Background: an optimization exercise with open tools, aiming at small area. Do not read the settings as production practice.

==> flow/design.v (excerpt) <==
module Cordic(
	input clk,
	input [12:0] x_0,
	input [12:0] y_0,
	input [12:0] z_0,
	output [12:0] x_N,
	output [12:0] y_N,
	output [12:0] z_N
);
	wire [12:0] xs0 = x_0, ys0 = y_0;
	wire [12:0] zs0 = z_0;
	wire d0 = zs0[12];   
	wire signed [12:0] xss0 = xs0, yss0 = ys0;
	wire [12:0] xsh0 = xss0 >>> 0, ysh0 = yss0 >>> 0;
	wire [12:0] bx0 = ysh0 ^ {13{~d0}}, by0 = xsh0 ^ {13{d0}};
	wire [12:0] xn0, yn0;
	wire cx0_3;
	CordicMachine #(.N(3), .FIRST(1)) ax0_0 (.a(xs0[2:0]), .b(bx0[2:0]), .ci(~d0), .s(xn0[2:0]), .co(cx0_3));
	wire cx0_6;
	CordicMachine #(.N(3), .FIRST(0)) ax0_1 (.a(xs0[5:3]), .b(bx0[5:3]), .ci(cx0_3), .s(xn0[5:3]), .co(cx0_6));
	wire cx0_9;
	CordicMachine #(.N(3), .FIRST(0)) ax0_2 (.a(xs0[8:6]), .b(bx0[8:6]), .ci(cx0_6), .s(xn0[8:6]), .co(cx0_9));
	wire cx0_13;
	CordicMachine #(.N(4), .FIRST(0)) ax0_3 (.a(xs0[12:9]), .b(bx0[12:9]), .ci(cx0_9), .s(xn0[12:9]), .co(cx0_13));
	wire cy0_3;
	CordicMachine #(.N(3), .FIRST(1)) ay0_0 (.a(ys0[2:0]), .b(by0[2:0]), .ci(d0), .s(yn0[2:0]), .co(cy0_3));
	wire cy0_6;
  ...
clock: 3.2 ns
lec_check: 0
cap_margin: 20
core_margin: 2
core_utilization: 40
cts_buf_list: sky130_fd_sc_hd__clkbuf_8
cts_cluster_diameter: 100
cts_cluster_size: 18
gpl_timing_driven: 0
slew_margin: 20
standard.sh (not shown) runs the stock make flow with config.mk's settings and CLKGATE_MAP_FILE= SYNTH_SCRIPT=/design/flow/synth_recipe.tcl, a recipe that flattens the netlist after the stock synthesis.
==> flow/flow/run.sh <==
#!/bin/bash
# Standard layout, except: the port buffers that placement inserts use the smallest
# buffer cell, and the buffers synthesis left in the netlist are removed before global
# placement (placement's repair then buffers only where it needs to).
set -euo pipefail
export BUFFER_PORTS_ARGS="-buffer_cell sky130_fd_sc_hd__buf_1"
export PRE_GLOBAL_PLACE_TCL="$PWD/flow/rmbuf.tcl"
bash standard.sh > standard.log 2>&1
==> flow/flow/rmbuf.tcl <==
remove_buffers
Edit:
--- a/flow/design.v
+++ b/flow/design.v
@@ -192,54 +192,30 @@
 	wire [12:0] xs5 = xr5 ^ IM5, ys5 = yr5 ^ JM5;
 	wire [8:0] zs5 = zr5 ^ KM5;
 	wire d5 = zs5[8];   
 	wire signed [12:0] xss5 = xs5, yss5 = ys5;
 	wire [12:0] xsh5 = xss5 >>> 5, ysh5 = yss5 >>> 5;
 	wire [12:0] bx5 = ysh5 ^ {13{~d5}}, by5 = xsh5 ^ {13{d5}};
 	wire [12:0] xn5, yn5;
 	wire cx5_4;
 	CordicMachine #(.N(4), .FIRST(1)) ax5_0 (.a(xs5[3:0]), .b(bx5[3:0]), .ci(~d5), .s(xn5[3:0]), .co(cx5_4));
 	wire cx5_8;
 	CordicMachine #(.N(4), .FIRST(0)) ax5_1 (.a(xs5[7:4]), .b(bx5[7:4]), .ci(cx5_4), .s(xn5[7:4]), .co(cx5_8));
-	wire [12:8] qx5 = xs5[12:8] ^ {5{bx5[12]}};
-	wire kx5 = cx5_8 ^ bx5[12];   
-	wire [13:8] px5;
-	assign px5[8] = 1'b1;
-	assign px5[9] = px5[8] & qx5[8];
-	assign xn5[8] = xs5[8] ^ (kx5 & px5[8]);
-	assign px5[10] = px5[9] & qx5[9];
-	assign xn5[9] = xs5[9] ^ (kx5 & px5[9]);
-	assign px5[11] = px5[10] & qx5[10];
-	assign xn5[10] = xs5[10] ^ (kx5 & px5[10]);
-	assign px5[12] = px5[11] & qx5[11];
-	assign xn5[11] = xs5[11] ^ (kx5 & px5[11]);
-	assign px5[13] = px5[12] & qx5[12];
-	assign xn5[12] = xs5[12] ^ (kx5 & px5[12]);
+	wire cx5_13;
+	CordicMachine #(.N(5), .FIRST(0)) ax5_2 (.a(xs5[12:8]), .b(bx5[12:8]), .ci(cx5_8), .s(xn5[12:8]), .co(cx5_13));
 	wire cy5_4;
 	CordicMachine #(.N(4), .FIRST(1)) ay5_0 (.a(ys5[3:0]), .b(by5[3:0]), .ci(d5), .s(yn5[3:0]), .co(cy5_4));
 	wire cy5_8;
 	CordicMachine #(.N(4), .FIRST(0)) ay5_1 (.a(ys5[7:4]), .b(by5[7:4]), .ci(cy5_4), .s(yn5[7:4]), .co(cy5_8));
-	wire [12:8] qy5 = ys5[12:8] ^ {5{by5[12]}};
-	wire ky5 = cy5_8 ^ by5[12];   
-	wire [13:8] py5;
-	assign py5[8] = 1'b1;
-	assign py5[9] = py5[8] & qy5[8];
-	assign yn5[8] = ys5[8] ^ (ky5 & py5[8]);
-	assign py5[10] = py5[9] & qy5[9];
-	assign yn5[9] = ys5[9] ^ (ky5 & py5[9]);
-	assign py5[11] = py5[10] & qy5[10];
-	assign yn5[10] = ys5[10] ^ (ky5 & py5[10]);
-	assign py5[12] = py5[11] & qy5[11];
-	assign yn5[11] = ys5[11] ^ (ky5 & py5[11]);
-	assign py5[13] = py5[12] & qy5[12];
-	assign yn5[12] = ys5[12] ^ (ky5 & py5[12]);
+	wire cy5_13;
+	CordicMachine #(.N(5), .FIRST(0)) ay5_2 (.a(ys5[12:8]), .b(by5[12:8]), .ci(cy5_8), .s(yn5[12:8]), .co(cy5_13));
 	wire [7:0] zf5;
 	wire [7:0] za5 = {~d5, d5, d5, d5, ~d5, ~d5, 1'b1, 1'b0};   
 	assign zf5[0:0] = zs5[0:0];
 	wire cz5_6;
 	CordicMachine #(.N(5), .FIRST(1)) az5_0 (.a(zs5[5:1]), .b(za5[5:1]), .ci(1'b0), .s(zf5[5:1]), .co(cz5_6));
 	wire cz5_8;
 	CordicMachine #(.N(2), .FIRST(0)) az5_1 (.a(zs5[7:6]), .b(za5[7:6]), .ci(cz5_6), .s(zf5[7:6]), .co(cz5_8));
 	localparam [12:0] IM6 = 13'd12, JM6 = 13'd12;   
 	localparam [7:0] KM6 = 8'd0;
 	reg [12:0] xr6, yr6; reg [7:0] zr6;
 	always @(posedge clk) begin xr6 <= xn5 ^ IM6; yr6 <= yn5 ^ JM6; zr6 <= zf5[7:0] ^ KM6; end
@@ -288,23 +264,23 @@
 	assign yn6[10] = ys6[10] ^ (ky6 & py6[10]);
 	assign py6[12] = py6[11] & qy6[11];
 	assign yn6[11] = ys6[11] ^ (ky6 & py6[11]);
 	assign py6[13] = py6[12] & qy6[12];
 	assign yn6[12] = ys6[12] ^ (ky6 & py6[12]);
 	wire [6:0] zf6;
 	wire [6:0] za6 = {~d6, d6, d6, d6, ~d6, ~d6, 1'b1};   
 	wire cz6_5;
 	CordicMachine #(.N(5), .FIRST(1)) az6_0 (.a(zs6[4:0]), .b(za6[4:0]), .ci(1'b0), .s(zf6[4:0]), .co(cz6_5));
 	wire cz6_7;
 	CordicMachine #(.N(2), .FIRST(0)) az6_1 (.a(zs6[6:5]), .b(za6[6:5]), .ci(cz6_5), .s(zf6[6:5]), .co(cz6_7));
-	localparam [12:0] IM7 = 13'd4, JM7 = 13'd4;   
+	localparam [12:0] IM7 = 13'd12, JM7 = 13'd12;   
 	localparam [6:0] KM7 = 7'd4;
 	reg [12:0] xr7, yr7; reg [6:0] zr7;
 	always @(posedge clk) begin xr7 <= xn6 ^ IM7; yr7 <= yn6 ^ JM7; zr7 <= zf6[6:0] ^ KM7; end
 	wire [12:0] xs7 = xr7 ^ IM7, ys7 = yr7 ^ JM7;
 	wire [6:0] zs7 = zr7 ^ KM7;
 	wire d7 = zs7[6];   
 	wire signed [12:0] xss7 = xs7, yss7 = ys7;
 	wire [12:0] xsh7 = xss7 >>> 7, ysh7 = yss7 >>> 7;
 	wire [12:0] bx7 = ysh7 ^ {13{~d7}}, by7 = xsh7 ^ {13{d7}};
 	wire [12:0] xn7, yn7;
 	wire cx7_3;
Outcome: The changed run went through all stages and came out clean; final area came out higher by 1.8%; synthesized area stays flat; final cell count came out higher by 1.3%; worst setup slack is about the same; sequential cell count stays the same.
No run of this note included a check of the RTL's function; only the layout flow was run.

[static timing again, ports no longer ideal]
The results above use ideal ports. As a check the final layouts listed here were re-extracted and re-timed, cells and wires unchanged. Step 1, drivers: a clkbuf_16 drives clk and a buf_2 each remaining input, both assumed. Step 2, shift: input delay + t, output delay - t, t = (earliest + latest rising clock arrival at the registers) / 2. This alone moves slack from input paths to output paths. a / b / c = ideal / step 1 / step 2; a / b = the first two.
| run | t (ns) | setup slack, ns | hold slack, ns | clock arrival spread, ns | worst slew at a driven data input, ns |
|---|---|---|---|---|---|
| the first run | 0.621 | 0.110 / 0.110 / -0.263 | 0.155 / 0.126 / 0.335 | 0.031 / 0.031 | 0.03 |
| the second run | 0.625 | 0.108 / 0.108 / -0.264 | 0.145 / 0.117 / 0.336 | 0.025 / 0.025 | 0.03 |
Met with ideal ports but missed after step 2: setup timing in the first run and the second run. For the first run, which loses most, drivers alone change the setup slack by 0.000 ns; drivers and shift together by -0.373 ns.
